From an optimization exercise on the open Yosys and OpenROAD flow, aimed at small area; shortcuts taken in it are not production practice.
Where RTL was checked, it was by simulation tests only, not by an equivalence proof against the original.
For runs 3 and 4, only the layout was checked, not whether the RTL still works.
Power is estimated from default activity; no workload was simulated.

==> design/flow/design.v <==
module dcpu16_alu (m, x, y, z);
  output [23:0] m;
  input [15:0] x;
  input [7:0] y;
  input [15:0] z;
  wire [23:0] p0 = {8'd0, x & {16{y[0]}}} << 0;
  wire [23:0] p1 = {8'd0, x & {16{y[1]}}} << 1;
  wire [23:0] p2 = {8'd0, x & {16{y[2]}}} << 2;
  wire [23:0] p3 = {8'd0, x & {16{y[3]}}} << 3;
  wire [23:0] p4 = {8'd0, x & {16{y[4]}}} << 4;
  wire [23:0] p5 = {8'd0, x & {16{y[5]}}} << 5;
  wire [23:0] p6 = {8'd0, x & {16{y[6]}}} << 6;
  wire [23:0] p7 = {8'd0, x & {16{y[7]}}} << 7;
  wire [23:0] zz = {8'd0, z};
  wire [23:0] s1 = zz ^ p0 ^ p1;
  wire [23:0] c1 = (zz & p0) | (zz & p1) | (p0 & p1);
  wire [23:0] k1 = {c1[22:0], 1'b0};
  wire [23:0] s2 = s1 ^ k1 ^ p2;
  wire [23:0] c2 = (s1 & k1) | (s1 & p2) | (k1 & p2);
  wire [23:0] k2 = {c2[22:0], 1'b0};
  wire [23:0] s3 = s2 ^ k2 ^ p3;
  wire [23:0] c3 = (s2 & k2) | (s2 & p3) | (k2 & p3);
  wire [23:0] k3 = {c3[22:0], 1'b0};
  wire [23:0] s4 = s3 ^ k3 ^ p4;
  wire [23:0] c4 = (s3 & k3) | (s3 & p4) | (k3 & p4);
  wire [23:0] k4 = {c4[22:0], 1'b0};
  wire [23:0] s5 = s4 ^ k4 ^ p5;
  wire [23:0] c5 = (s4 & k4) | (s4 & p5) | (k4 & p5);
  wire [23:0] k5 = {c5[22:0], 1'b0};
  wire [23:0] s6 = s5 ^ k5 ^ p6;
  wire [23:0] c6 = (s5 & k5) | (s5 & p6) | (k5 & p6);
  wire [23:0] k6 = {c6[22:0], 1'b0};
  wire [23:0] s7 = s6 ^ k6 ^ p7;
  wire [23:0] c7 = (s6 & k6) | (s6 & p7) | (k6 & p7);
  wire [23:0] k7 = {c7[22:0], 1'b0};
  assign m = s7 + k7;
endmodule
module dcpu16_add (s, a, b, ci);
   output [15:0] s;
   input [15:0]  a, b;
   input 	 ci;
   wire [16:0] 	 c;
   assign c[0] = ci;
   genvar 	 i;
   generate
      for (i = 0; i < 16; i = i + 1) begin : fa
	 assign s[i] = a[i] ^ b[i] ^ c[i];
	 assign c[i+1] = (a[i] & b[i]) | (a[i] & c[i]) | (b[i] & c[i]);
      end
   endgenerate
endmodule  
module dcpu16_ctl ( 
   ireg, pha, opc, rra, rwa, rwe, bra,
   CC, wpc, f_dti, clk, ena, rst
   );
   output [15:0] ireg;
   output [1:0]  pha;
   output [3:0]  opc;
   output [2:0]  rra,
		 rwa;
   output 	 rwe;
   output 	 bra;
   input 	 CC;
   input 	 wpc;
   input [15:0]  f_dti;
   input 	 clk,
		 ena,
		 rst;
   reg 			bra;
   reg [15:0] 		ireg;
   reg [3:0] 		opc;
   reg [1:0] 		pha;
   reg [2:0] 		rra;
   reg [2:0] 		rwa;
   reg 			rwe;
   wire [5:0] 		decA, decB;
   wire [3:0] 		decO;
   assign {decB, decA, decO} = ireg;
   wire 		Fbra = (ireg[4:0] == 5'h10);
   always @(posedge clk)
     if (rst)
       pha <= 2'h0;
     else if (ena)
       pha <= pha + 1;
   always @(posedge clk)
     if (rst) begin
	ireg <= 16'h0;
	opc <= 4'h0;
     end else if (ena & (pha == 2'o2)) begin
	ireg <= (wpc | Fbra) ? 16'd1 : f_dti;
	opc <= ireg[3:0];
     end
   reg _bra;
   always @(posedge clk)
     if (ena) begin
	if (pha == 2'o0)
	  {bra, _bra} <= {_bra & CC, (ireg[5:0] == 6'h10)};
	else
	  bra <= 1'b0;
     end
   reg _rwe;
   always @(posedge clk)
     if (rst)
       rwe <= 1'h0;
     else if (ena)
       rwe <= (pha == 2'o0) & _rwe & CC & (opc[3:2] != 2'o3);
   always @(posedge clk)
     if (ena) begin
	rra <= pha[0] ? decA[2:0] : decB[2:0];
	if (pha == 2'o2) begin
	   rwa <= decA[2:0];
	   _rwe <= (decA[5:3] == 3'o0) & (decO != 4'h0);
	end
     end
endmodule  
module dcpu16_mbus ( 
   g_adr, g_stb, g_wre, f_adr, f_stb, f_wre, f_dto, ena, wpc, rwd,
   g_dti, g_ack, f_dti, f_ack, bra, rrd, ireg, opc, pha, clk, rst, CC
   );
   output [15:0] g_adr;
   output 	 g_stb,
		 g_wre;
   input [15:0]  g_dti;
   input 	 g_ack;
   output [15:0] f_adr;
   output 	 f_stb,
		 f_wre;
   output [15:0] f_dto;
   input [15:0]  f_dti;
   input 	 f_ack;
   output 	 ena;
   output 	 wpc;
   output [15:0] rwd;
   output 	 CC;
   input 	 bra;
   input [15:0]  rrd;
   input [15:0]  ireg;
   input [3:0] 	 opc;
   input [1:0] 	 pha;
   input 	 clk,
		 rst;
   reg 			g_stb;
   reg 			f_stb;
   reg 			f_wre;
   reg [15:0] 		regA;
   reg [15:0] 		regB;
   reg 			wpc;
   reg 			wsp;
   reg [15:0] 		regSP,
			regPC;
   reg 			CC;
   reg [15:0] 		regO;
   reg [15:0] 		regR;
   assign ena = (f_stb ~^ f_ack) & (g_stb ~^ g_ack);  
   wire [5:0] 		decA, decB;
   wire [3:0] 		decO;
   assign {decB, decA, decO} = ireg;
   wire 		Fjsr = (ireg[4:0] == 5'h10);
   wire [5:0] 		ed = (pha[0]) ? decB : decA;
   wire 		Eind = (ed[5:3] == 3'o1);  
   wire 		Enwr = (ed[5:3] == 3'o2);  
   wire 		Epop = (ed[5:0] == 6'h18);  
   wire 		Epek = (ed[5:0] == 6'h19);  
   wire 		Epsh = (ed[5:0] == 6'h1A);  
   wire 		Ersp = (ed[5:0] == 6'h1B);  
   wire 		Erpc = (ed[5:0] == 6'h1C);  
   wire 		Erro = (ed[5:0] == 6'h1D);  
   wire 		Enwi = (ed[5:0] == 6'h1E);  
   wire 		Esht = ed[5];  
   wire [5:0] 		fg = (pha[0]) ? decA : decB;
   wire 		Fdir = (fg[5:3] == 3'o0);  
   wire 		Find = (fg[5:3] == 3'o1);  
   wire 		Fnwr = (fg[5:3] == 3'o2);  
   wire 		Fspi = (fg[5:0] == 6'h18);  
   wire 		Fspr = (fg[5:0] == 6'h19);  
   wire 		Fspd = (fg[5:0] == 6'h1A);  
   wire 		Frsp = (fg[5:0] == 6'h1B);  
   wire 		Frpc = (fg[5:0] == 6'h1C);  
   wire 		Fnwi = (fg[5:0] == 6'h1E);  
   wire 		Fnwl = (fg[5:0] == 6'h1F);  
   wire 		Fnw = Fnwr | Fnwi | Fnwl;  
   wire 		Fmem = Find | Fnwr | Fspr | Fspi | Fspd | Fnwi;
   wire [15:0] 		pcInc;
   dcpu16_add pc0 (.s(pcInc), .a(regPC), .b(16'd0), .ci(1'b1));
   wire 		pcUp = (pha == 2'o2) | (g_stb & ~pha[1]);
   wire [15:0] 		rpc = (wpc) ? regR : (bra) ? regB : (pcUp) ? pcInc : regPC;
   always @(posedge clk)
     if (rst) begin
	regPC <= 16'h0;
	wpc <= 1'h0;
     end else if (ena) begin
	regPC <= (pha == 2'o1) ? rpc : (pcUp) ? pcInc : regPC;
	if (pha == 2'o1)
	  wpc <= Frpc & CC;
     end
   wire 		spDn = (pha == 2'o1) ? ~Fjsr : (fg[1] | Fjsr);
   wire [15:0] 		spAdj;
   dcpu16_add sp0 (.s(spAdj), .a(regSP), .b({(16){spDn}}), .ci(~spDn));
   always @(posedge clk)
     if (rst) begin
	regSP <= 16'hFFFF;
	wsp <= 1'h0;
     end else if (ena) begin
	case (pha)
	  2'o1: if (wsp) regSP <= regR;
	  2'o3: if (Fspi | Fspd | Fjsr) regSP <= spAdj;
	  2'o0: if (Fspi | Fspd) regSP <= spAdj;
	  default: ;
	endcase
	if (pha == 2'o1)
	  wsp <= Frsp & CC;
     end
   wire [15:0] 		nxB = (g_stb) ? g_dti : (_rd) ? rrd : regB;
   wire [15:0] 		nwr;
   dcpu16_add ea0 (.s(nwr), .a(rrd), .b(g_dti), .ci(1'b0));
   reg [15:0] 		ec;
   always @* begin
      ec = (Eind) ? rrd :
	   (Enwr) ? nwr :
	   (Epsh | Epek) ? regSP :
	   (Epop) ? spAdj :
	   (Enwi) ? g_dti :
	   16'h0;
   end
   reg [15:0] 		eaN, eaF;
   wire 		aStk = (decA[5:1] == 5'b01100) & ~Fjsr;  
   always @(posedge clk)
     if (ena) begin
	case (pha)
	  2'o3: eaN <= regSP;
	  2'o0: if (~aStk) eaN <= (Fjsr) ? regSP : ec;
	  2'o1: begin
	     eaN <= ec;
	     eaF <= eaN;
	  end
	  default: ;
	endcase
     end
   assign g_wre = 1'b0;
   assign g_adr = (pha == 2'o2) ? eaF :
		  (pha == 2'o3) ? eaN :
		  regPC;
   always @(posedge clk)
     if (rst)
       g_stb <= 1'h0;
     else if (ena)
       g_stb <= (pha[0] ^ pha[1]) ? Fmem : Fnw;
   reg 			_wre;
   always @(posedge clk)
     if (rst) begin
	_wre <= 1'h0;
	f_stb <= 1'h0;
	f_wre <= 1'h0;
     end else if (ena) begin
	if (pha == 2'o1)
	  _wre <= Fmem | Fjsr;
	case (pha)
	  2'o1: {f_stb,f_wre} <= (Fjsr) ? 2'o0 : 2'o2;
	  2'o0: {f_stb,f_wre} <= {_wre, _wre & CC};
	  default: {f_stb,f_wre} <= 2'o0;
	endcase
     end
   assign f_adr = (pha == 2'o1) ? eaF : regPC;
   reg 			_rd;
   reg [15:0] 		opr;
   always @(posedge clk)
     if (ena)
       _rd <= (pha[0] ^ pha[1]) & Fdir;
   always @(posedge clk)
     if (rst)
       regA <= 16'h0;
     else if (ena) begin
	case (pha)
	  2'o0: regA <= opr;
	  2'o2: regA <= (g_stb) ? g_dti :
			(Fjsr) ? regPC :
			(_rd) ? rrd :
			regA;
	  default: ;
	endcase
	case (pha)
	  2'o1: regB <= opr;
	  2'o3: regB <= nxB;
	  default: ;
	endcase
     end
   always @* begin
      opr = (g_stb) ? g_dti :
	    (Ersp) ? regSP :
	    (Erpc) ? regPC :
	    (Erro) ? regO :
	    (Esht) ? {11'd0,ed[4:0]} :
	    16'h0;
   end
   wire 		oShl = (opc == 4'h7);
   wire 		oShr = (opc == 4'h8);
   wire 		oMul = (opc == 4'h4);
   wire 		oSub = (opc == 4'h3) | (opc[3:2] == 2'b11);
   wire 		oOne = (opc == 4'h2) | oSub;
   wire 		oZb = oOne;
   wire [3:0] 		sht = (pha[1]) ? nxB[3:0] : regB[3:0];
   wire [3:0] 		shs = sht ^ {(4){oShr}};
   wire [7:0] 		yOh = (8'd1 << shs[2:0]) & {(8){shs[3] ^ pha[1]}};
   wire [7:0] 		yB = (pha[1]) ? nxB[7:0] : regB[15:8];
   wire [7:0] 		mY = (oShl | oShr) ? yOh :
			     (oMul) ? yB :
			     {7'd0, oOne & pha[1]};
   wire [15:0] 		mX = regA ^ {(16){oSub & pha[1]}};
   wire [15:0] 		mZ = (pha[1]) ? (nxB & {(16){oZb}}) : P[23:8];
   reg [23:0] 		P;
   wire [23:0] 		mM;
   dcpu16_alu
     x0 (.m(mM), .x(mX), .y(mY), .z(mZ));
   wire [31:0] 		prod = {mM, P[7:0]};
   always @(posedge clk)
     if (ena & (pha == 2'o3))
       P <= mM;
   wire 		c = prod[16];
   wire 		zz = (prod[15:0] == 16'hFFFF);  
   wire 		shlBig = |regB[15:5];
   wire 		shrBig = |regB[15:4];
   assign f_dto = regR;
   assign rwd = regR;
   always @(posedge clk)
     if (rst) begin
	CC <= 1'h0;
	regO <= 16'h0;
	regR <= 16'h0;
     end else if (ena & (pha == 2'o0)) begin
	case (opc)
	  4'h2: regO <= {15'd0,c};
	  4'h3: regO <= {(16){c}};
	  4'h4: regO <= prod[31:16];
	  4'h7: regO <= (shlBig) ? 16'd0 : (regB[4]) ? prod[15:0] : prod[31:16];
	  4'h8: regO <= (shrBig) ? 16'd0 : prod[30:15];
	  default: ;
	endcase
	case (opc)
	  4'h0: regR <= regA;
	  4'h1: regR <= regB;
	  4'h2, 4'h4: regR <= prod[15:0];
	  4'h3: regR <= ~prod[15:0];
	  4'h7: regR <= (shlBig | regB[4]) ? 16'd0 : prod[15:0];
	  4'h9: regR <= regA & regB;
	  4'hA: regR <= regA | regB;
	  4'hB: regR <= regA ^ regB;
	  default: regR <= 16'h0;
	endcase
	case (opc)
	  4'hC: CC <= zz;
	  4'hD: CC <= ~zz;
	  4'hE: CC <= ~c & ~zz;
	  4'hF: CC <= |(regA & regB);
	  default: CC <= 1'b1;
	endcase
     end
endmodule  
module dcpu16_regs ( 
   rrd,
   rwd, rra, rwa, rwe, ena, clk
   );
   output [15:0] rrd;  
   input [15:0]  rwd;  
   input [2:0] 	 rra,  
		 rwa;  
   input 	 rwe;  
   input 	 ena,
		 clk;
   reg [15:0] 	 file [0:7];
   assign rrd = file[rra];
   always @(posedge clk)
     if (ena & rwe)
       file[rwa] <= rwd;
endmodule  
module dcpu16_cpu ( 
   g_wre, g_stb, g_dto, g_adr, f_wre, f_stb, f_dto, f_adr,
   rst, g_dti, g_ack, f_dti, f_ack, clk
   );
   output [15:0] f_adr;
   output [15:0] f_dto;
   output 	 f_stb;
   output 	 f_wre;
   output [15:0] g_adr;
   output [15:0] g_dto;
   output 	 g_stb;
   output 	 g_wre;
   input 	 clk;
   input 	 f_ack;
   input [15:0]  f_dti;
   input 	 g_ack;
   input [15:0]  g_dti;
   input 	 rst;
   wire 	 CC, bra, ena, rwe, wpc;
   wire [15:0] 	 ireg, rrd, rwd;
   wire [3:0] 	 opc;
   wire [1:0] 	 pha;
   wire [2:0] 	 rra, rwa;
   assign g_dto = f_dto;
   dcpu16_ctl
     c0 (.ireg(ireg), .pha(pha), .opc(opc), .rra(rra), .rwa(rwa), .rwe(rwe),
	 .bra(bra), .CC(CC), .wpc(wpc), .f_dti(f_dti), .clk(clk), .ena(ena),
	 .rst(rst));
   dcpu16_mbus
     m0 (.g_adr(g_adr), .g_stb(g_stb), .g_wre(g_wre), .f_adr(f_adr),
	 .f_stb(f_stb), .f_wre(f_wre), .f_dto(f_dto), .ena(ena), .wpc(wpc),
	 .rwd(rwd), .g_dti(g_dti), .g_ack(g_ack), .f_dti(f_dti), .f_ack(f_ack),
	 .bra(bra), .rrd(rrd), .ireg(ireg), .opc(opc), .pha(pha), .clk(clk),
	 .rst(rst), .CC(CC));
   dcpu16_regs
     r0 (.rrd(rrd), .rwd(rwd), .rra(rra), .rwa(rwa), .rwe(rwe), .ena(ena),
	 .clk(clk));
endmodule  
==> design/flow/flow/run.sh <==
#!/bin/bash
# Standard ORFS layout (the standard.sh) with two changes:
#  - port buffers use the smallest buffer cell instead of the platform default
#  - timing-driven global placement does not keep its virtual resizing
# Each tool's output is logged by ORFS under orfs/logs; this script's own
# output goes to run_flow.log.
set -e
export BUFFER_PORTS_ARGS="-buffer_cell sky130_fd_sc_hd__buf_1"
export GPL_KEEP_OVERFLOW=0
bash standard.sh > run_flow.log 2>&1
==> design/flow/standard.sh <==
#!/bin/bash
# synth_recipe.tcl (not shown) runs the flow's synth.tcl, then flattens the netlist and writes it again
# the make line also repeats each setting of config.mk as NAME=value (left out here)
make -C /OpenROAD-flow-scripts/flow DESIGN_CONFIG=/design/flow/config.mk WORK_HOME=/design/flow/orfs CLKGATE_MAP_FILE= SYNTH_SCRIPT=/design/flow/synth_recipe.tcl "${@:-finish}"
==> design/flow/config.mk <==
export PLATFORM = sky130hd
export DESIGN_NAME = dcpu16_cpu
export DESIGN_NICKNAME = dcpu16_cpu
export VERILOG_FILES = /design/flow/design.v
export SDC_FILE = /design/flow/constraint.sdc
export NUM_CORES = 4
export LEC_CHECK = 0
export CAP_MARGIN = 20
export CORE_MARGIN = 2
export CORE_UTILIZATION = 60
export CTS_BUF_LIST = sky130_fd_sc_hd__clkbuf_16
export CTS_CLUSTER_DIAMETER = 100
export CTS_CLUSTER_SIZE = 20
export SLEW_MARGIN = 20
==> design/flow/constraint.sdc <==
create_clock -name core_clock -period 10.0 [get_ports {clk}]
set_input_delay 2.0000 -clock core_clock [delete_from_list [all_inputs] [get_ports {clk}]]
set_output_delay 2.0000 -clock core_clock [all_outputs]
set_load 0.01 [all_outputs]
==> results of run 1 <==
[critical path: stages (launching register included)]
cell        delay (ps)
dfxtp_4            620
clkinvlp_4         200
ha_2               350
a211oi_2           330
a21oi_4            190
inv_1              150
fa_1               180
inv_1               60
fa_1               420
fa_1               450
fa_1               450
fa_1               430
fa_1               440
fa_1               430
fa_1               440
fa_1               430
fa_1               420
fa_1               430
fa_1               430
fa_1               460
fa_1               560
a31o_2             270
o221ai_1           370
nor3_1             140
a2111oi_4          380
a211oi_1           110
a211o_1            320
[path summary, 6_finish.rpt]
check | slack [ps] | cells after the start | endpoint
worst min-delay path | 460 | 0 | m0.eaF[9]
worst max register to register | 280 | 26 | m0.eaN[15]
worst min register to register | 460 | 0 | m0.eaF[9]
worst max-delay path | 280 | 26 | m0.eaN[15]
[area by class of cell]
type	count	area (um^2)	share of cell area (%)
Sequential cell	323	8588	35.11
Inverter	155	585.6	2.394
Multi-Input combinational cell	1646	13130	53.67
Timing Repair Buffer	146	913.4	3.734
Clock inverter	16	98.84	0.4041
Clock buffer	20	500.5	2.046
Tap cell	511	639.4	2.614
Timing Repair inverter	1	5.005	0.02046
[registers in the layout, indices dropped and copies added (netlist names), 2 cells and up, named ones only]
signal / count
r0.file: 128
m0.regPC: 16
m0.regB: 16
c0.rra: 3
c0.pha: 2
m0.eaF: 16
c0.opc: 4
m0.eaN: 16
m0.P: 24
c0.ireg: 16
m0.regSP: 16
m0.regA: 16
c0.rwa: 3
m0.regO: 16
m0.regR: 16
[cell families after synthesis]
kind of cell / Yosys count
xor+xnor: 50
buf+inv: 320
mux: 145
simple gates: 646
flops: 323
fa+ha+maj: 209
other cells: 1
compound gates: 595
[metrics by stage]
step,setup TNS (ps),power (uW)
2_1_floorplan,0,2663
3_3_place_gp,-96140,3111
3_5_place_dp,-10750,3182
4_1_cts,0,4026
5_1_grt,0,4247
6_report,0,4065
[layout by cell type, fill, tap and decap left out, drive strengths merged, types with 23 or more instances in the layout]
cell type / count
edfxtp: 210
o211ai: 27
nor3: 56
a22o: 23
dfxtp: 113
mux4: 28
and2: 28
nand2: 246
inv: 166
nor2: 209
mux2i: 87
a21oi: 166
mux2: 30
o21ai: 99
buf: 146
nand3: 24
ha: 75
xnor2: 43
a211oi: 34
fa: 134
a211o: 23
a22oi: 41
[layer usage]
metal  up-vias  global-route usage, %  wire [um]
met4         2                  15.95       3751
met5         -                      0         11
met1      9360                  55.41      30450
li1       8271                      -          -
met3       177                  7.731       8737
met2      1077                  61.45      34640
[repair_timing]
item	4_1_cts	5_1_grt
pin swaps	1	0
gates cloned	1	0
endpoints found under the setup margin	7	9
gates resized for setup	8	5
buffers inserted	2	1
[power groups by stage]
| stage | Sequential, uW | Clock [uW] | Combinational [uW] |
|---|---|---|---|
| 5_1_grt | 1720 | 899 | 1630 |
| 2_1_floorplan | 1620 | 0 | 1040 |
| 3_3_place_gp | 1780 | 0 | 1330 |
| 3_5_place_dp | 1730 | 0 | 1450 |
| 4_1_cts | 1710 | 857 | 1460 |
| 6_report | 1710 | 854 | 1500 |
==> notes.md, run 1 <==
Synth warn -> 3
Leakage -> 0.008676 uW
Largest net degree at the start of global routing -> 84
Final worst path period need -> 9717 ps
Fillers -> 3050
Layout Cells excl Fill -> 2818
Core Util, Final -> 65.24%
Clock power frac -> 21.0%
Clk sink count -> 323
Largest area contributor in the netlist -> edfxtp_1
Part of the cycle the worst path needs -> 97.17%
Drc violations -> 0
# IOs -> 104
Yosys top cell area share -> 27.69%
Part of the power in combinational logic -> 37.0%
Total wire length -> 77590 um
Unrepaired setup endpoints after global routing -> no
Sequential share of power -> 42.0%
Worst hold slack -> 456.0 ps
Setup violators final -> 0
Status -> finished clean
Num CTS Buffers -> 20
Worst setup margin -> 283.4 ps
Drt initial violations -> 2250
Crit Path Class -> reg -> reg
Syn nets -> 2534
Reg2reg start -> c0.pha[1]
Hold_sp -> m0.eaN[9]
CP Data Required Time -> 10330 ps
Post-Place Setup Slack -> -1469 ps
Final Cell Area -> 0.02446 mm^2
Area growth from synthesis to layout -> 7.401%
Antenna viol nets, final -> 0
Post-Synth XOR/XNOR Area -> 1.923%
Crit. End Element -> flop
Main combinational cell family by area after synthesis -> compound AO/OA/AOI/OAI gates
Worst vdd ir -> 0.1477 mV
Main flop type after synthesis -> edfxtp_1
Syn Inst Count -> 2289
Global-route wire length before repair -> 115700 um
Initial Util -> 60.75%
RD Place Congestion -> 0.9907
Clk_skew -> 27.34 ps
DIE HEIGHT -> 198.8 um
Fraction of power spent switching nets -> 38.80%
Asr flop ratio synth -> 0%
Internal Power -> 2488 uW
Clk slew on worst S/H paths -> 100 ps
Synth top area cells -> edfxtp_1 (28%), fa_1 (12%), dfxtp_1 (9.9%), ha_1 (4.1%), nand2_1 (4.0%)
NetSw -> 1577 uW
Crit path max fanout -> 31
DR pass1 iterations -> 8
Clk buf depth -> 3
Vias in the first global route -> 18.08k
Worst-Skew Late Latency -> 570 ps
Placed Area -> 0.02373 mm^2
Layout cells sized above 1 -> 9.146%
Pwr/cell area -> 166.2 mW/mm^2
CTS Root Cell -> clkbuf_16
Final Hold Fails -> 0
Gr ovfl total -> 0
Achievable Freq -> 0.1029 GHz
Worst setup path startpoint -> c0.pha[1]
Post-CTS Hold Fix Bufs -> 0
Post-DR wirelength/cell -> 27.53 um
Post-synthesis cell area -> 0.02277 mm^2
Post-synth EDFFs -> 210
CTS H-tree lvls -> 1
Synth Area in Simple Gates -> 12.65%
Slew HR -> 18.33%
HP Class -> reg -> reg
Compound-gate portion of the synthesized area -> 18.06%
Total track usage -> 39.75%
CTS tree -> built
Placed cells -> 2775
Mux cell area share after synthesis -> 8.109%
Crit path arrival time -> 10050 ps
Via/cell ratio -> 6.702
Post-Synth Adder-Cell Area -> 15.90%
Ant. Diodes -> 0
Slew @ Worst Pin -> 1191 ps
Die ar. -> 0.03953 mm^2
Max_cap viols -> 0
IO buf count -> 102
Top-count cell post-synth -> nand2_1
Seq cells post-synth -> 323
CP startpoint kind -> flop
Mean Syn Cell Area -> 9.949 um^2
Rows -> 71
Core area -> 0.03749 mm^2
Initial antenna violation count -> 2
Final #Nets -> 2538
Netlist cell types -> 82
DIE WIDTH -> 198.8 um
DR vias -> 18.89k
Top post-synthesis cells by count -> nand2_1 (245), edfxtp_1 (210), nor2_1 (199), a21oi_1 (166), inv_1 (154)
DPL Wire Length -> 58630 um
Max Transition Viols Final -> 0
Sequential area share after synthesis -> 37.62%
==> run 2: changes to the inputs <==
==> design/flow/flow/run.sh (replaced) <==
#!/bin/bash
# Standard ORFS layout, with the port buffers made from the smallest buffer
# cell instead of the platform default. Each tool's output is logged by ORFS
# under orfs/logs; this script's own output goes to run_flow.log.
set -e
export BUFFER_PORTS_ARGS="-buffer_cell sky130_fd_sc_hd__buf_1"
bash standard.sh > run_flow.log 2>&1
--- a/design/flow/config.mk
+++ b/design/flow/config.mk
@@ -7,3 +7,3 @@
 export LEC_CHECK = 0
-export CAP_MARGIN = 20
+export CAP_MARGIN = 0
 export CORE_MARGIN = 2
@@ -13,2 +13,2 @@
 export CTS_CLUSTER_SIZE = 20
-export SLEW_MARGIN = 20
+export SLEW_MARGIN = 0
==> notes.md, run 2 <==
Main combinational cell family by area after synthesis -> compound AO/OA/AOI/OAI gates
Final #Nets -> 2572 (+1.3%)
Worst hold slack -> 453.9 ps (-2.090 ps)
DR vias -> 18.87k (-0.085%)
Part of the power in combinational logic -> 36.9% (about the same)
Part of the cycle the worst path needs -> 95.71% (-1.5 points)
Placed Area -> 0.02374 mm^2 (about the same)
Largest area contributor in the netlist -> edfxtp_1
CP top delay family -> adder cells
Leakage -> 0.008683 uW (about the same)
Max_cap viols -> 0 (unchanged)
Vias in the first global route -> 18.03k (-0.24%)
Pwr/cell area -> 162.9 mW/mm^2 (-2.0%)
Slew @ Worst Pin -> 1173 ps (-18.14 ps)
Largest net degree at the start of global routing -> 64 (-24%)
Seq cells post-synth -> 323 (unchanged)
Post-CTS Hold Fix Bufs -> 0 (unchanged)
# IOs -> 104 (unchanged)
Crit path arrival time -> 9900 ps (-150 ps)
Final Cell Area -> 0.02434 mm^2 (-0.47%)
IO buf count -> 102 (unchanged)
Ant. Diodes -> 0 (unchanged)
Global-route wire length before repair -> 113600 um (-1.8%)
Biggest regs -> r0.file (128), m0.P (24)
Worst-Skew Late Latency -> 570 ps (about the same)
Antenna viol nets, final -> 0 (unchanged)
Drt initial violations -> 2066 (-8.2%)
CP Data Required Time -> 10330 ps (about the same)
Slew HR -> 19.57% (+1.2 points)
Sequential area share after synthesis -> 37.62% (unchanged)
Post-synthesis cell area -> 0.02277 mm^2 (unchanged)
Cts repair resizes -> 0 (-8)
Clk sink count -> 323 (unchanged)
Crit Path Class -> in -> reg
Sequential share of power -> 41.8% (-0.2 points)
Fraction of power spent switching nets -> 38.06% (-0.74 points)
Setup Buffers After CTS -> 0 (-2)
Core area -> 0.03749 mm^2 (unchanged)
CTS tree -> built
Clock power frac -> 21.3% (+0.3 points)
Rows -> 71 (unchanged)
Gr ovfl total -> 0 (unchanged)
Syn Inst Count -> 2289 (unchanged)
Post-DR wirelength/cell -> 26.62 um (-3.3%)
Initial Util -> 60.75% (unchanged)
CTS Root Cell -> clkbuf_16
Final Hold Fails -> 0 (unchanged)
Mean Syn Cell Area -> 9.949 um^2 (unchanged)
Worst vdd ir -> 0.2094 mV (+42%)
DR pass1 iterations -> 6 (-2)
Critical-path top delay cell -> fa_1
Top post-synthesis cells by count -> nand2_1 (245), edfxtp_1 (210), nor2_1 (199), a21oi_1 (166), inv_1 (154)
Largest stage delay on the critical path -> 550 ps (-70 ps)
Final worst path period need -> 9571 ps (-145.3 ps)
RD Place Congestion -> 1.011 (+2.1%)
Status -> finished clean
CP startpoint kind -> input port
Max reg flops -> 128 (unchanged)
Via/cell ratio -> 6.617 (-1.3%)
Die ar. -> 0.03953 mm^2 (unchanged)
DIE HEIGHT -> 198.8 um (unchanged)
Area growth from synthesis to layout -> 6.901%
Achievable Freq -> 0.1045 GHz (+1.5%)
Crit path max fanout -> 8 (-74%)
Initial antenna violation count -> 1 (-1)
Most common cell after layout, fill and taps aside -> nand2_1
DPL Wire Length -> 56810 um (-3.1%)
Post-Synth Adder-Cell Area -> 15.90% (unchanged)
Synth Area in Simple Gates -> 12.65% (unchanged)
Asr flop ratio synth -> 0% (unchanged)
DIE WIDTH -> 198.8 um (unchanged)
Most frequent cells in the layout -> nand2_1 (245), edfxtp_1 (210), nor2_1 (198)
HP Class -> reg -> reg
Max Transition Viols Final -> 0 (unchanged)
Main flop type after synthesis -> edfxtp_1
Crit. End Element -> flop
Buf/Inv on CP -> 5 (+2)
Syn nets -> 2534 (unchanged)
Mux cell area share after synthesis -> 8.109% (unchanged)
Yosys top cell area share -> 27.69% (unchanged)
Total wire length -> 75920 um (-2.2%)
Internal Power -> 2457 uW (-1.3%)
Top reg by flops -> r0.file
CP dominant cell by count -> fa_1
Layout cells sized above 1 -> 9.184% (+0.038 points)
Post-Synth XOR/XNOR Area -> 1.923% (unchanged)
CTS H-tree lvls -> 1 (unchanged)
Synth top area cells -> edfxtp_1 (28%), fa_1 (12%), dfxtp_1 (9.9%), ha_1 (4.1%), nand2_1 (4.0%)
Clk buf depth -> 3 (unchanged)
Drc violations -> 0 (unchanged)
Total track usage -> 38.79% (-0.96 points)
Clk_skew -> 32.91 ps (+5.564 ps)
Num CTS Buffers -> 20 (unchanged)
Setup violators final -> 0 (unchanged)
Top-count cell post-synth -> nand2_1
Post-synth EDFFs -> 210 (unchanged)
Unrepaired setup endpoints after global routing -> no
Synth warn -> 3 (unchanged)
Netlist cell types -> 82 (unchanged)
NetSw -> 1509 uW (-4.3%)
Clk slew on worst S/H paths -> 90 ps (about the same)
Compound-gate portion of the synthesized area -> 18.06% (unchanged)
## run 2: final cells by class
type	count	area, um^2
Inverter	155	581.8
Tap cell	511	639.4
Clock buffer	20	500.5
Clock inverter	16	100.1
Sequential cell	323	8572
Fill cell	3055	13140
Multi-Input combinational cell	1646	12970
Timing Repair Buffer	181	979.7
## run 2: power by group through the flow
stage          combinational [uW]  sequential (uW)  clock (uW)
4_1_cts                      1440             1650         856
5_1_grt                      1590             1670         897
3_5_place_dp                 1430             1680           0
3_3_place_gp                 1410             1680           0
2_1_floorplan                1040             1620           0
6_report                     1460             1660         844
## run 2: path summary, 6_finish.rpt
check | start | to | slack (ps) | cells after the start
max | g_dti[3] | m0.P[23] | 430 | 26
min | m0.eaN[0] | m0.eaF[0] | 450 | 0
max reg2reg | flop | m0.P[23] | 650 | 24
min reg2reg | m0.eaN[0] | m0.eaF[0] | 450 | 0
## run 2: cells by family after synthesis
kind of cell | after synthesis
AO/OA/AOI/OAI | 595
other | 1
AND/OR/NAND/NOR | 646
adder cells (fa/ha/maj) | 209
XOR/XNOR | 50
buffers and inverters | 320
flip-flops | 323
multiplexers | 145
## run 2: per-layer routing
metal | global-route usage [%] | up-vias | part of all wire (%)
li1 | - | 8323 | -
met1 | 54.49 | 9324 | 41
met2 | 58.62 | 1029 | 44
met3 | 6.375 | 193 | 9.2
met4 | 19.24 | 2 | 5.9
met5 | 0 | - | 0.017
## run 2: through the flow
step / cells / utilization, % / power, uW / setup TNS (ps) / setup slack, ps
after floorplan: 2289 / - / 2663 / 0 / 571.4
after global placement: 2816 / 63.34 / 3086 / 0 / 171.5
after detailed placement: 2816 / 63.34 / 3113 / -11.59 / -11.59
after CTS: 2852 / 64.94 / 3948 / 0 / 527.8
after global routing: 2852 / 64.94 / 4156 / 0 / 50.17
final: 2852 / 64.94 / 3966 / 0 / 428.7
==> run 3: changes to the inputs <==
--- a/design/flow/design.v
+++ b/design/flow/design.v
@@ -302,3 +302,7 @@
    wire [3:0] 		shs = sht ^ {(4){oShr}};
-   wire [7:0] 		yOh = (8'd1 << shs[2:0]) & {(8){shs[3] ^ pha[1]}};
+   wire 		shlBig = |regB[15:5];
+   wire 		shrBig = |regB[15:4];
+   wire 		shBig = (pha[1]) ? ((oShr) ? |nxB[15:4] : |nxB[15:5]) :
+			((oShr) ? shrBig : shlBig);
+   wire [7:0] 		yOh = (8'd1 << shs[2:0]) & {(8){(shs[3] ^ pha[1]) & ~shBig}};
    wire [7:0] 		yB = (pha[1]) ? nxB[7:0] : regB[15:8];
@@ -319,4 +323,2 @@
    wire 		zz = (prod[15:0] == 16'hFFFF);  
-   wire 		shlBig = |regB[15:5];
-   wire 		shrBig = |regB[15:4];
    assign f_dto = regR;
@@ -333,4 +335,4 @@
 	  4'h4: regO <= prod[31:16];
-	  4'h7: regO <= (shlBig) ? 16'd0 : (regB[4]) ? prod[15:0] : prod[31:16];
-	  4'h8: regO <= (shrBig) ? 16'd0 : prod[30:15];
+	  4'h7: regO <= (regB[4]) ? prod[15:0] : prod[31:16];
+	  4'h8: regO <= prod[30:15];
 	  default: ;
@@ -342,3 +344,3 @@
 	  4'h3: regR <= ~prod[15:0];
-	  4'h7: regR <= (shlBig | regB[4]) ? 16'd0 : prod[15:0];
+	  4'h7: regR <= (regB[4]) ? 16'd0 : prod[15:0];
 	  4'h9: regR <= regA & regB;
--- a/design/flow/config.mk
+++ b/design/flow/config.mk
@@ -7,2 +7,3 @@
 export LEC_CHECK = 0
+export ABC_AREA = 1
 export CAP_MARGIN = 0
==> notes.md, run 3 <==
Leakage -> 0.009843 uW (+13%)
Largest area contributor in the netlist -> edfxtp_1
Post-DR wirelength/cell -> 25.48 um (-4.3%)
Clk slew on worst S/H paths -> 90 ps (about the same)
Max_cap viols -> 0 (unchanged)
Clk_skew -> 24.49 ps (-8.418 ps)
Synth warn -> 3 (unchanged)
Ant. Diodes -> 0 (unchanged)
Achievable Freq -> 0.1066 GHz (+2.1%)
Setup TNS -> 0 ps (unchanged)
Max reg flops -> 128 (unchanged)
Area growth from synthesis to layout -> 5.492%
Part of the cycle the worst path needs -> 93.79% (-1.9 points)
Post-synth EDFFs -> 210 (unchanged)
Crit path max fanout -> 50 (+42)
DPL Wire Length -> 65470 um (+15%)
Core area -> 0.03838 mm^2 (+2.4%)
CTS H-tree lvls -> 1 (unchanged)
CP dominant cell by count -> nand2_1
Final Hold Fails -> 0 (unchanged)
Total track usage -> 42.57% (+3.8 points)
Total wire length -> 86780 um (+14%)
CTS Root Cell -> clkbuf_16
DR pass1 iterations -> 7 (+1)
Largest stage delay on the critical path -> 640 ps (+90 ps)
Syn nets -> 3103 (+22%)
Slew HR -> 22.73% (+3.2 points)
Top reg by flops -> r0.file
Top-count cell post-synth -> nand2_1
IO buf count -> 102 (unchanged)
RD Place Congestion -> 1.065 (+5.3%)
Clk buf depth -> 3 (unchanged)
Core Util, Final -> 63.75% (-1.2 points)
Crit. End Element -> flop
Clk sink count -> 323 (unchanged)
Synth top area cells -> edfxtp_1 (27%), nand2_1 (12%), fa_1 (12%), dfxtp_1 (9.8%), inv_1 (5.8%)
Pwr/cell area -> 144.0 mW/mm^2 (-12%)
Antenna viol nets, final -> 0 (unchanged)
Initial antenna violation count -> 0 (-1)
Post-synthesis cell area -> 0.02319 mm^2 (+1.8%)
Netlist cell types -> 55 (-33%)
Yosys top cell area share -> 27.19% (-0.50 points)
Seq cells post-synth -> 323 (unchanged)
Drt initial violations -> 3145 (+52%)
Vias in the first global route -> 20.29k (+13%)
Worst vdd ir -> 0.1434 mV (-32%)
Largest net degree at the start of global routing -> 65 (+1.6%)
Biggest regs -> r0.file (128), m0.P (24)
Top post-synthesis cells by count -> nand2_1 (765), inv_1 (360), edfxtp_1 (210), a21oi_1 (198), o21ai_0 (186)
Most common cell after layout, fill and taps aside -> nand2_1
Crit Path Class -> reg -> reg
Status -> finished clean
DIE WIDTH -> 200.6 um (+0.90%)
Fillers -> 3360 (+10%)
CP Data Required Time -> 10490 ps (+160 ps)
Setup violators final -> 0 (unchanged)
Initial Util -> 60.43% (-0.31 points)
Sequential area share after synthesis -> 36.94% (-0.68 points)
Num CTS Buffers -> 20 (unchanged)
Via/cell ratio -> 6.401 (-3.3%)
Unrepaired setup endpoints after global routing -> no
Asr flop ratio synth -> 0% (unchanged)
Final worst path period need -> 9379 ps (-192.6 ps)
Global-route wire length before repair -> 128400 um (+13%)
Cts repair resizes -> 0 (unchanged)
Setup Buffers After CTS -> 0 (unchanged)
Max Transition Viols Final -> 0 (unchanged)
CP startpoint kind -> flop
Final #Nets -> 3119 (+21%)
Critical-path top delay cell -> inv_2
Post-CTS Hold Fix Bufs -> 0 (unchanged)
CTS tree -> built
Die ar. -> 0.04024 mm^2 (+1.8%)
Slew @ Worst Pin -> 1155 ps (-18.02 ps)
Worst-Skew Late Latency -> 570 ps (about the same)
Rows -> 72 (+1.4%)
HP Class -> reg -> reg
# IOs -> 104 (unchanged)
Drc violations -> 0 (unchanged)
Crit path arrival time -> 9860 ps (-40 ps)
Syn Inst Count -> 2858 (+25%)
DIE HEIGHT -> 200.6 um (+0.90%)
Gr ovfl total -> 0 (unchanged)
Layout cells sized above 1 -> 4.952% (-4.2 points)
DR vias -> 21.80k (+16%)
Mean Syn Cell Area -> 8.115 um^2 (-18%)
Most frequent cells in the layout -> nand2_1 (765), inv_1 (372), edfxtp_1 (210)
Main flop type after synthesis -> edfxtp_1
-- run 3: cell types whose count changed after synthesis, sizes merged, moves of 49 or more --
cell / change
mux2i: -87
inv: +210
nand2: +533
o21ai: +92
nor2: -60
a21oi: +49
nand3: +130
-- run 3: cell families (layout without fill, tap and decap cells) --
logic type               count (synthesis)  count (layout)  synth area share [%]
AND/OR/NAND/NOR                       1134            1134                 20.14
AO/OA/AOI/OAI                          626             626                 16.55
buffers and inverters                  531             561                 9.452
flip-flops                             323             323                 36.94
adder cells (fa/ha/maj)                209             209                 15.61
XOR/XNOR                                34              34                 1.284
other                                    1               1               0.01617
-- run 3: area by class of cell --
type / count / area (um^2) / share of cell area [%]
repair buffers: 156 / 794.5 / 3.247
inverters: 369 / 1385 / 5.661
multi-input cells: 2004 / 12450 / 50.90
clock buffers: 21 / 525.5 / 2.148
well taps: 518 / 648.1 / 2.649
clock inverters: 15 / 90.09 / 0.3682
flip-flops and latches: 323 / 8569 / 35.03
-- run 3: critical path, delay by kind of cell (launching register included) --
kind,cells,cell delay [ps]
buffers and inverters,6,1170
xor gates and xnor gates,1,280
AOI/OAI and AO/OA,5,1270
and+or+nand+nor,16,2380
adders and majority gates,8,3830
DFF,1,340
-- run 3: power breakdown --
part | leakage (uW) | switching [uW] | total [uW] | internal [uW]
clock network | 0.000343 | 484 | 873 | 389
registers | 0.00275 | 89.2 | 1580 | 1490
logic | 0.00675 | 775 | 1070 | 295
-- run 3: final timing paths --
check | start | endpoint | slack, ps | cells past startpoint
hold reg to reg | m0.eaN[2] | m0.eaF[2] | 460 | 0
setup reg to reg | flop | m0.regO[11] | 620 | 36
setup / recovery | flop | m0.regO[11] | 620 | 36
hold / removal | m0.eaN[2] | m0.eaF[2] | 460 | 0
-- run 3: per-stage QoR --
step	instance area (um^2)	cells	worst slack, ps	power, uW	hold slack, ps
after CTS	24450	3405	761.6	3466	456.3
after floorplan	23190	2858	1036	2238	421.5
final	24470	3406	621.2	3524	463.9
after global placement	23840	3369	565.1	2608	432.9
after detailed placement	23840	3369	470.4	2622	433.9
after global routing	24470	3406	135.0	3640	460.0
-- run 3: routing by layer --
metal  track usage (%)  share of wire (%)
met1             59.62                 39
met4             18.99                5.4
met3             11.83                 14
met5                 0                  0
met2             61.92                 42
==> run 4: changes to the inputs <==
--- a/design/flow/config.mk
+++ b/design/flow/config.mk
@@ -7,3 +7,2 @@
 export LEC_CHECK = 0
-export ABC_AREA = 1
 export CAP_MARGIN = 0
==> notes.md, run 4 <==
RR Endpoint -> m0.regO[15]
Layout cells sized above 1 -> 8.718% (+3.8 points)
Critical-path top delay cell -> fa_1
Top reg by flops -> r0.file
Antenna viol nets, final -> 0 (unchanged)
Post-synth EDFFs -> 210 (unchanged)
Mean Syn Cell Area -> 9.938 um^2 (+22%)
Area growth from synthesis to layout -> 6.910%
Crit Path Class -> in -> reg
Clk buf depth -> 3 (unchanged)
Sequential share of power -> 42.2% (-2.6 points)
Syn nets -> 2519 (-19%)
Hold path cells -> 2 (+2)
Initial antenna violation count -> 0 (unchanged)
Post-Place Setup Slack -> 125.3 ps (-345.0 ps)
Clock power frac -> 20.8% (-4.0 points)
Vias in the first global route -> 17.81k (-12%)
M2 GR Usage -> 60.16% (-1.8 points)
GRT busiest layer -> met2
Worst setup path startpoint -> g_dti[3]
Seq cells post-synth -> 323 (unchanged)
Leakage -> 0.008801 uW (-11%)
Global-route wire length before repair -> 115800 um (-9.8%)
Gr ovfl total -> 0 (unchanged)
Post-DR wirelength/cell -> 27.54 um (+8.1%)
Part of the cycle the worst path needs -> 94.58% (+0.80 points)
DPL Wire Length -> 58730 um (-10%)
CTS tree -> built
Core area -> 0.03740 mm^2 (-2.5%)
DIE WIDTH -> 198.1 um (-1.3%)
Setup TNS -> 0 ps (unchanged)
Most common cell after layout, fill and taps aside -> nand2_1
Worst-Skew Late Latency -> 570 ps (about the same)
Top post-synthesis cells by count -> nand2_1 (245), nor2_1 (227), edfxtp_1 (210), a21oi_1 (162), inv_1 (160)
Unrepaired setup endpoints after global routing -> no
Clk_skew -> 43.58 ps (+19.09 ps)
Cts repair resizes -> 0 (unchanged)
Asr flop ratio synth -> 0% (unchanged)
Worst setup margin -> 541.6 ps (-79.65 ps)
Largest net degree at the start of global routing -> 71 (+9.2%)
Max Transition Viols Final -> 0 (unchanged)
Clk sink count -> 323 (unchanged)
Internal Power -> 2476 uW (+14%)
Largest stage delay on the critical path -> 540 ps (-100 ps)
CP Data Required Time -> 10430 ps (-60 ps)
Crit path max fanout -> 5 (-90%)
IO buf count -> 102 (unchanged)
Status -> finished clean
Setup violators final -> 0 (unchanged)
Yosys top cell area share -> 27.91% (+0.72 points)
HP Class -> reg -> reg
Synth warn -> 3 (unchanged)
Reg area -> 0.008573 mm^2 (about the same)
Netlist cell types -> 82 (+49%)
Sequential area share after synthesis -> 37.92% (+0.97 points)
Max reg flops -> 128 (unchanged)
Drt initial violations -> 2559 (-19%)
FF-to-FF path depth -> 28 (-22%)
Num CTS Buffers -> 20 (unchanged)
Synth top area cells -> edfxtp_1 (28%), fa_1 (12%), dfxtp_1 (10%), mux2i_1 (5.1%), ha_1 (4.2%)
Drc violations -> 0 (unchanged)
Fillers -> 3053 (-9.1%)
DR vias -> 19.07k (-13%)
Max_cap viols -> 0 (unchanged)
Final Hold Fails -> 0 (unchanged)
Multi-input logic area -> 0.01274 mm^2 (+2.3%)
Worst vdd ir -> 0.1655 mV (+15%)
Setup Buffers After CTS -> 0 (unchanged)
Post-CTS Hold Fix Bufs -> 0 (unchanged)
CTS H-tree lvls -> 1 (unchanged)
Final worst path period need -> 9458 ps (+79.65 ps)
Die ar. -> 0.03923 mm^2 (-2.5%)
Total track usage -> 40.27% (-2.3 points)
Main flop type after synthesis -> edfxtp_1
Largest area contributor in the netlist -> edfxtp_1
Total wire length -> 78540 um (-9.5%)
Via/cell ratio -> 6.688 (+4.5%)
Met3 usage -> 9.147% (-2.7 points)
CP startpoint kind -> input port
CP dominant cell by count -> fa_1
CTS Root Cell -> clkbuf_16
Achievable Freq -> 0.1057 GHz (-0.84%)
Crit path arrival time -> 9890 ps (+30 ps)
Initial Util -> 60.42% (about the same)
RD Place Congestion -> 1.027 (-3.6%)
Syn Inst Count -> 2274 (-20%)
Most frequent cells in the layout -> nand2_1 (245), nor2_1 (227), edfxtp_1 (210)
NetSw -> 1628 uW (+21%)
Slew HR -> 20.92% (-1.8 points)
Final #Nets -> 2571 (-18%)
Post-synthesis cell area -> 0.02260 mm^2 (-2.6%)
Top-count cell post-synth -> nand2_1
Crit. End Element -> flop
Fraction of power spent switching nets -> 39.67% (+1.4 points)
Worst R2R Setup Slack -> 640 ps (+20 ps)
Slew @ Worst Pin -> 1186 ps (+31.34 ps)
Pwr/cell area -> 169.9 mW/mm^2 (+18%)
DIE HEIGHT -> 198.1 um (-1.3%)
CP Capture Point -> m0.regO[15]
Biggest regs -> r0.file (128), m0.P (24)
DR pass1 iterations -> 13 (+6)
Rows -> 71 (-1.4%)
Clk slew on worst S/H paths -> 90 ps (about the same)
M1 GR Usage -> 56.26% (-3.4 points)
# IOs -> 104 (unchanged)
Part of the power in combinational logic -> 37.0% (+6.6 points)
run 4: cell count changes in the layout (fill, tap and decap cells not counted), sizes merged, moves of 27 or more:
cell and delta:
and2 +27, o21ai -89, inv -205, a21oi -52
buf +30, mux2i +118, nor2 +79, nor3 +27
nand3 -140, mux2 +27, xnor2 +38, nand2 -534
o211ai -61, a22oi +39
run 4: logic make-up (layout without fill, tap and decap cells):
| logic type | Yosys count | after routing | synth area share (%) |
|---|---|---|---|
| other | 1 | 2 | 0.01659 |
| DFF | 323 | 323 | 37.92 |
| and+or+nand+nor | 648 | 648 | 12.66 |
| adders and majority gates | 209 | 209 | 16.02 |
| AOI/OAI and AO/OA | 574 | 574 | 17.89 |
| muxes | 153 | 153 | 7.536 |
| buffers and inverters | 316 | 382 | 6.019 |
| xor gates and xnor gates | 50 | 50 | 1.938 |
run 4: per-stage QoR:
stage / instance area, um^2 / utilization, % / instances / power (uW) / hold slack, ps
6_report: 24160 / 64.60 / 2852 / 4104 / 449.3
5_1_grt: 24160 / 64.59 / 2851 / 4266 / 470.5
4_1_cts: 24160 / 64.59 / 2851 / 4060 / 457.0
3_5_place_dp: 23560 / 63.01 / 2815 / 3227 / 437.8
3_3_place_gp: 23560 / 63.01 / 2815 / 3201 / 429.2
2_1_floorplan: 22600 / - / 2274 / 2674 / 417.8
run 4: area by class of cell:
cell class | instances | share of cell area (%)
clock inverter | 15 | 0.2797
timing repair buffer | 185 | 4.179
multi-input combinational | 1635 | 52.72
tap | 511 | 2.646
inverter | 161 | 2.501
sequential | 323 | 35.49
antenna | 1 | 0.01036
clock buffer | 21 | 2.175
run 4: metal layers:
| metal | wire length, um | part of all wire, % |
|---|---|---|
| met1 | 30920 | 39 |
| met2 | 33680 | 43 |
| met3 | 9480 | 12 |
| met4 | 4450 | 5.7 |
| met5 | 0 | 0 |
run 4: power by group through the flow:
stage	combinational, uW	sequential (uW)	clock (uW)
5_1_grt	1640	1740	893
3_3_place_gp	1450	1750	0
3_5_place_dp	1480	1750	0
4_1_cts	1490	1720	853
2_1_floorplan	1030	1650	0
6_report	1520	1730	853
run 4: worst min-delay path by stage:
| stage | startpoint | endpoint | slack (ps) |
|---|---|---|---|
| after floorplan | c0.rra[0] | flop | 420 |
| after global placement | c0.rra[0] | flop | 430 |
| after detailed placement | m0.eaN[3] | m0.eaF[3] | 440 |
| after CTS | m0.eaN[3] | m0.eaF[3] | 460 |
| after global routing | c0.rra[0] | flop | 470 |
| final | c0.rra[0] | flop | 450 |
run 4: critical path: cells and delay by family:
kind,cells,cell delay [ps]
adder cells (fa/ha/maj),9,3930
AO/OA/AOI/OAI,12,2950
buffers and inverters,4,540
AND/OR/NAND/NOR,4,470
==> run 5: changes to the inputs <==
--- a/design/flow/design.v
+++ b/design/flow/design.v
@@ -58,4 +58,4 @@
    output [3:0]  opc;
-   output [2:0]  rra,
-		 rwa;
+   output [7:0]  rra;  
+   output [2:0]  rwa;
    output 	 rwe;
@@ -72,3 +72,3 @@
    reg [1:0] 		pha;
-   reg [2:0] 		rra;
+   reg [7:0] 		rra;
    reg [2:0] 		rwa;
@@ -108,3 +108,3 @@
      if (ena) begin
-	rra <= pha[0] ? decA[2:0] : decB[2:0];
+	rra <= 8'd1 << (pha[0] ? decA[2:0] : decB[2:0]);
 	if (pha == 2'o2) begin
@@ -365,4 +365,4 @@
    input [15:0]  rwd;  
-   input [2:0] 	 rra,  
-		 rwa;  
+   input [7:0] 	 rra;  
+   input [2:0] 	 rwa;  
    input 	 rwe;  
@@ -371,3 +371,6 @@
    reg [15:0] 	 file [0:7];
-   assign rrd = file[rra];
+   assign rrd = ({(16){rra[0]}} & file[0]) | ({(16){rra[1]}} & file[1]) |
+		({(16){rra[2]}} & file[2]) | ({(16){rra[3]}} & file[3]) |
+		({(16){rra[4]}} & file[4]) | ({(16){rra[5]}} & file[5]) |
+		({(16){rra[6]}} & file[6]) | ({(16){rra[7]}} & file[7]);
    always @(posedge clk)
@@ -398,3 +401,4 @@
    wire [1:0] 	 pha;
-   wire [2:0] 	 rra, rwa;
+   wire [7:0] 	 rra;
+   wire [2:0] 	 rwa;
    assign g_dto = f_dto;
==> notes.md, run 5 <==
Status -> finished clean
Initial antenna violation count -> 0 (unchanged)
Max Transition Viols Final -> 0 (unchanged)
Max reg flops -> 128 (unchanged)
Multi-input logic area -> 0.01282 mm^2 (+0.63%)
Largest area contributor in the netlist -> edfxtp_1
Setup Buffers After CTS -> 0 (unchanged)
Sequential area share after synthesis -> 38.14% (+0.22 points)
Clk slew on worst S/H paths -> 90 ps (about the same)
Antenna viol nets, final -> 0 (unchanged)
Die ar. -> 0.03941 mm^2 (+0.45%)
DR vias -> 20.10k (+5.4%)
Cts repair resizes -> 0 (unchanged)
HP Class -> reg -> reg
Final Hold Fails -> 0 (unchanged)
Post-Place Setup Slack -> 54.23 ps (-71.12 ps)
Seq cells post-synth -> 325 (+0.62%)
Main flop type after synthesis -> edfxtp_1
Setup TNS -> 0 ps (unchanged)
Most frequent cells in the layout -> nand2_1 (232), nor2_1 (222), edfxtp_1 (215)
Part of the cycle the worst path needs -> 94.93% (+0.35 points)
Asr flop ratio synth -> 0% (unchanged)
# IOs -> 104 (unchanged)
Setup violators final -> 0 (unchanged)
DIE HEIGHT -> 198.5 um (+0.23%)
Top reg by flops -> r0.file
Hold path cells -> 0 (-2)
Mean Syn Cell Area -> 9.782 um^2 (-1.6%)
IO buf count -> 102 (unchanged)
Worst R2R Setup Slack -> 530 ps (-110 ps)
Rows -> 71 (unchanged)
Initial Util -> 60.56% (+0.14 points)
Via/cell ratio -> 6.826 (+2.1%)
Num CTS Buffers -> 20 (unchanged)
Total track usage -> 39.92% (-0.36 points)
RD Place Congestion -> 1.036 (+0.88%)
Largest net degree at the start of global routing -> 86 (+21%)
Synth warn -> 3 (unchanged)
Met2 WL -> 34900 um (+3.6%)
Area growth from synthesis to layout -> 9.049%
Drt initial violations -> 2871 (+12%)
Ant. Diodes -> 0 (-1)
CTS H-tree lvls -> 1 (unchanged)
Slew HR -> 10.92% (-10 points)
Post-synth EDFFs -> 215 (+2.4%)
Drc violations -> 0 (unchanged)
DIE WIDTH -> 198.5 um (+0.23%)
FF-to-FF path depth -> 27 (-3.6%)
Crit Path Class -> in -> reg
DR top layer -> met4
Syn Inst Count -> 2321 (+2.1%)
RR Endpoint -> m0.regO[15]
Reg2reg start -> c0.rra[5]
CP Data Required Time -> 10390 ps (-40 ps)
Biggest regs -> r0.file (128), m0.P (24)
Worst setup margin -> 506.6 ps (-34.93 ps)
Yosys top cell area share -> 28.44% (+0.53 points)
Most common cell after layout, fill and taps aside -> nand2_1
Leakage -> 0.008977 uW (+2.0%)
Syn nets -> 2566 (+1.9%)
Layout Cells excl Fill -> 2944 (+3.2%)
Met3 routed WL -> 9244 um (-2.5%)
CP startpoint kind -> input port
Metal-1 WL -> 30790 um (-0.43%)
Synth top area cells -> edfxtp_1 (28%), fa_1 (12%), dfxtp_1 (9.7%), ha_1 (4.2%), nand2_1 (3.8%)
Crit path arrival time -> 9880 ps (about the same)
Final #Nets -> 2664 (+3.6%)
Top post-synthesis cells by count -> nand2_1 (232), nor2_1 (223), edfxtp_1 (215), a21oi_1 (152), inv_1 (138)
Total wire length -> 78200 um (-0.43%)
Crit. End Element -> flop
Core area -> 0.03749 mm^2 (+0.24%)
Max_cap viols -> 0 (unchanged)
Post-DR wirelength/cell -> 26.56 um (-3.5%)
Unrepaired setup endpoints after global routing -> no
Post-synthesis cell area -> 0.02270 mm^2 (+0.47%)
Total power -> 3912 uW (-4.7%)
Clk sink count -> 325 (+0.62%)
Clk buf depth -> 3 (unchanged)
Layout cells sized above 1 -> 9.412% (+0.69 points)
Crit path max fanout -> 7 (+2)
Top-count cell post-synth -> nand2_1
Hold_sp -> m0.eaN[8]
Post-CTS Hold Fix Bufs -> 0 (unchanged)
Worst vdd ir -> 0.1478 mV (-11%)
Placed cells -> 2908 (+3.3%)
Placed Area -> 0.02417 mm^2 (+2.6%)
Slew @ Worst Pin -> 1331 ps (+145.0 ps)
Worst-Skew Late Latency -> 550 ps (-20 ps)
DPL Wire Length -> 59370 um (+1.1%)
Achievable Freq -> 0.1053 GHz (-0.37%)
Vias in the first global route -> 18.86k (+5.9%)
Fillers -> 3059 (+0.20%)
Reg area -> 0.008660 mm^2 (+1.0%)
CTS tree -> built
WHS Endpoint -> m0.eaF[8]
Global-route wire length before repair -> 117300 um (+1.3%)
Clk_skew -> 17.81 ps (-25.78 ps)
CTS Root Cell -> clkbuf_16
Gr ovfl total -> 0 (unchanged)
Netlist cell types -> 74 (-9.8%)
Final Cell Area -> 0.02476 mm^2 (+2.5%)
Final worst path period need -> 9493 ps (+34.93 ps)
Pwr/cell area -> 158.0 mW/mm^2 (-7.0%)
DR pass1 iterations -> 13 (unchanged)
[run 5: cell count changes after synthesis, moves of 18 or more]
cell      delta
a221oi_1    +23
a22oi_1     +55
clkbuf_1    +21
o221ai_1    -18
inv_1       -22
o22ai_1     +25
a41oi_1     +31
mux2i_1     -33
nor3_1      +19
[run 5: kinds of logic after synthesis]
group           share of synthesized area [%]
flops                                   38.14
other cells                           0.01652
compound gates                          20.66
mux                                     4.905
simple gates                            12.40
xor+xnor                                2.221
fa+ha+maj                               15.92
buf+inv                                 5.748
[run 5: layout make-up]
type | count | share of cell area, %
Tap cell | 511 | 2.583
Multi-Input combinational cell | 1680 | 51.77
Inverter | 140 | 2.123
Timing Repair Buffer | 252 | 6.161
Clock buffer | 21 | 2.123
Clock inverter | 15 | 0.2628
Sequential cell | 325 | 34.98
[run 5: critical path: stages]
cell       delay (ps)
buf_1             120
a22o_1            270
a211o_1           290
o21ai_0           100
mux2i_1           350
nor4b_2           370
buf_12            180
a221o_1           180
fa_1              400
inv_1              80
fa_1              440
fa_1              520
fa_1              440
fa_1              530
fa_1              440
fa_1              500
inv_1              40
ha_1              220
fa_1              450
a211oi_1          310
o21ai_0           160
a2111oi_0         450
buf_4             190
nor3_1             60
a221o_1           370
a221oi_1          290
a311oi_1          130
[run 5: per-stage QoR]
stage,util [%],hold WS (ps)
finish,66.04,453.7
global route,66.04,456.9
CTS,66.04,454.6
detailed placement,64.46,436.1
global placement,64.46,433.0
floorplan,-,426.1
[run 5: report_power, final]
part	switching (uW)	internal, uW
logic	846	502
registers	176	1550
clock network	459	383
[run 5: how the worst max path moves through the flow]
| stage | startpoint | end |
|---|---|---|
| after global placement | g_dti[2] | m0.regO[15] |
| after detailed placement | g_dti[2] | m0.regO[15] |
| final | g_dti[2] | m0.regO[15] |
| after CTS | g_dti[2] | m0.regO[15] |
| after floorplan | g_dti[7] | m0.regO[15] |
| after global routing | g_dti[2] | m0.regO[15] |
[run 5: metal layers]
layer / track usage [%] / vias to the layer above
li1: - / 8725
met1: 55.91 / 9877
met5: 0.6386 / -
met3: 8.037 / 197
met4: 14.87 / 0
met2: 61.56 / 1297
==> run 6: changes to the inputs <==
--- a/design/flow/config.mk
+++ b/design/flow/config.mk
@@ -7,2 +7,3 @@
 export LEC_CHECK = 0
+export ABC_AREA = 1
 export CAP_MARGIN = 0
==> notes.md, run 6 <==
Status -> finished clean
Drc violations -> 0 (unchanged)
Achievable Freq -> 0.1097 GHz (+4.1%)
Syn Inst Count -> 2791 (+20%)
Worst-Skew Late Latency -> 560 ps (about the same)
Final #Nets -> 3046 (+14%)
DIE WIDTH -> 199.5 um (+0.48%)
CP Data Required Time -> 10320 ps (-70 ps)
Internal Power -> 2101 uW (-14%)
Syn nets -> 3036 (+18%)
Drt initial violations -> 2749 (-4.2%)
Global-route wire length before repair -> 122500 um (+4.4%)
Critical-path top delay cell -> dfxtp_1
CTS Root Cell -> clkbuf_16
Setup Buffers After CTS -> 0 (unchanged)
Area growth from synthesis to layout -> 4.497%
Die ar. -> 0.03979 mm^2 (+0.95%)
Via/cell ratio -> 6.390 (-6.4%)
Core area -> 0.03767 mm^2 (+0.47%)
Rows -> 71 (unchanged)
Initial Util -> 60.86% (+0.30 points)
Total track usage -> 41.92% (+2.0 points)
Antenna viol nets, final -> 0 (unchanged)
Clk slew on worst S/H paths -> 100 ps (about the same)
Pwr/cell area -> 136.2 mW/mm^2 (-14%)
Top-count cell post-synth -> nand2_1
Leakage -> 0.009653 uW (+7.5%)
Main flop type after synthesis -> edfxtp_1
Asr flop ratio synth -> 0% (unchanged)
Top post-synthesis cells by count -> nand2_1 (862), inv_1 (288), edfxtp_1 (215), a21oi_1 (210), o21ai_0 (187)
DPL Wire Length -> 62690 um (+5.6%)
Post-DR wirelength/cell -> 24.91 um (-6.2%)
Most frequent cells in the layout -> nand2_1 (862), inv_1 (299), edfxtp_1 (215)
Part of the power in combinational logic -> 25.8% (-8.6 points)
Largest area contributor in the netlist -> edfxtp_1
Final Hold Fails -> 0 (unchanged)
Gr ovfl total -> 0 (unchanged)
IO buf count -> 102 (unchanged)
HP Class -> reg -> reg
Sequential area share after synthesis -> 37.77% (-0.37 points)
Largest stage delay on the critical path -> 840 ps (+310 ps)
Seq cells post-synth -> 325 (unchanged)
Clk sink count -> 325 (unchanged)
CP startpoint kind -> flop
Num CTS Buffers -> 20 (unchanged)
Post-synthesis cell area -> 0.02292 mm^2 (+0.98%)
Unrepaired setup endpoints after global routing -> no
Post-CTS Hold Fix Bufs -> 0 (unchanged)
Worst vdd ir -> 0.1669 mV (+13%)
Final worst path period need -> 9120 ps (-373.8 ps)
Total wire length -> 82870 um (+6.0%)
Largest net degree at the start of global routing -> 70 (-19%)
CP top delay family -> adder cells
Buf/Inv on CP -> 4 (-1)
Clk buf depth -> 3 (unchanged)
Slew @ Worst Pin -> 1228 ps (-103.3 ps)
Most common cell after layout, fill and taps aside -> nand2_1
Part of the cycle the worst path needs -> 91.20% (-3.7 points)
Top reg by flops -> r0.file
# IOs -> 104 (unchanged)
Max_cap viols -> 0 (unchanged)
DR pass1 iterations -> 6 (-7)
Biggest regs -> r0.file (128), m0.P (24)
Fraction of power spent switching nets -> 35.63% (-2.2 points)
NetSw -> 1163 uW (-21%)
Core Util, Final -> 63.60% (-2.4 points)
Yosys top cell area share -> 28.16% (-0.27 points)
Cts repair resizes -> 0 (unchanged)
Mean Syn Cell Area -> 8.214 um^2 (-16%)
DR vias -> 21.26k (+5.8%)
Sequential share of power -> 48.4% (+4.4 points)
Initial antenna violation count -> 3 (+3)
Crit path arrival time -> 9430 ps (-450 ps)
CTS tree -> built
Max reg flops -> 128 (unchanged)
Netlist cell types -> 56 (-24%)
RD Place Congestion -> 0.9941 (-4.1%)
Post-synth EDFFs -> 215 (unchanged)
Setup TNS -> 0 ps (unchanged)
Clk_skew -> 31.26 ps (+13.46 ps)
Synth top area cells -> edfxtp_1 (28%), nand2_1 (14%), fa_1 (12%), dfxtp_1 (9.6%), inv_1 (4.7%)
Layout cells sized above 1 -> 4.263% (-5.1 points)
Crit. End Element -> flop
Synth warn -> 3 (unchanged)
CTS H-tree lvls -> 1 (unchanged)
Setup violators final -> 0 (unchanged)
Slew HR -> 17.88% (+7.0 points)
Max Transition Viols Final -> 0 (unchanged)
CP dominant cell by count -> fa_1
Clock power frac -> 25.8% (+4.3 points)
Crit Path Class -> reg -> reg
DIE HEIGHT -> 199.5 um (+0.48%)
Crit path max fanout -> 51 (+44)
Vias in the first global route -> 20.17k (+6.9%)
-- run 6: cells by family (layout without fill, tap and decap cells) --
logic type | Yosys count | count (layout) | synth area share, %
buffers and inverters | 447 | 471 | 8.607
AOI/OAI and AO/OA | 597 | 597 | 15.53
adders and majority gates | 209 | 209 | 15.76
and+or+nand+nor | 1178 | 1178 | 21.01
other | 1 | 2 | 0.01636
xor gates and xnor gates | 34 | 34 | 1.299
DFF | 325 | 325 | 37.77
-- run 6: final cells by class --
cell class	count	area, um^2
well taps	511	639.4
inverters	299	1122
multi-input cells	2019	12310
repair buffers	136	639.4
fillers	3354	13710
diodes	1	2.502
clock buffers	20	500.5
flip-flops and latches	325	8658
clock inverters	16	82.58
-- run 6: worst paths after layout --
path              startpoint          to  slack [ps]  cells after the start
setup / recovery   c0.pha[0]  m0.eaN[15]         880                     28
hold / removal     m0.eaN[8]   m0.eaF[8]         460                      0
setup reg to reg   c0.pha[0]  m0.eaN[15]         880                     28
hold reg to reg    m0.eaN[8]   m0.eaF[8]         460                      0
-- run 6: routing by layer --
layer	vias up	GRT usage [%]	part of all wire, %
met5	-	0	0.029
met4	4	20.16	5.7
met3	302	9.772	13
met2	1418	64.10	44
met1	10230	56.48	38
li1	9305	-	-
-- run 6: power groups by stage --
stage / clock network [uW] / registers [uW] / logic, uW
3_3_place_gp: 0 / 1600 / 786
6_report: 843 / 1580 / 842
2_1_floorplan: 0 / 1560 / 561
5_1_grt: 880 / 1580 / 916
4_1_cts: 839 / 1570 / 809
3_5_place_dp: 0 / 1600 / 806
-- run 6: metrics by stage --
stage / power [uW] / hold slack, ps / setup slack, ps / area [um^2] / instances
2_1_floorplan: 2117 / 426.7 / 1324 / 22920 / 2791
3_3_place_gp: 2388 / 429.8 / 934.0 / 23370 / 3290
3_5_place_dp: 2411 / 436.3 / 834.0 / 23370 / 3290
4_1_cts: 3223 / 458.8 / 976.9 / 23950 / 3326
5_1_grt: 3377 / 470.4 / 450.8 / 23950 / 3326
6_report: 3263 / 462.9 / 880.4 / 23960 / 3327

## port drivers added, routing unchanged
In the flow no input, the clock included, has a driving cell. The finished layouts below were timed again as built, in two steps. Step 1 assumes that a clkbuf_16 drives the clock port and a buf_2 every other input. Step 2, shift: input delay + t, output delay - t, t = (earliest + latest rising clock arrival at the registers) / 2. This alone moves slack from input paths to output paths. a / b / c = no drivers / after step 1 / after step 2; a / b = the first two.
run | shift t [ns] | setup slack, ns | cell pins on the clock port's net
run 1 | 0.619 | 0.283 / 0.283 / -0.225 | 1
run 2 | 0.615 | 0.429 / 0.425 / -0.190 | 1
run 3 | 0.614 | 0.621 / 0.621 / 0.319 | 1
run 4 | 0.601 | 0.542 / 0.570 / -0.031 | 1
run 5 | 0.604 | 0.507 / 0.531 / -0.059 | 1
run 6 | 0.605 | 0.880 / 0.880 / 0.685 | 1
With both steps, setup timing fails in run 1, run 2, run 4 and run 5, where it was met with ideal ports. For run 2, which loses most, drivers alone change the setup slack by -0.004 ns; drivers and shift together by -0.619 ns.
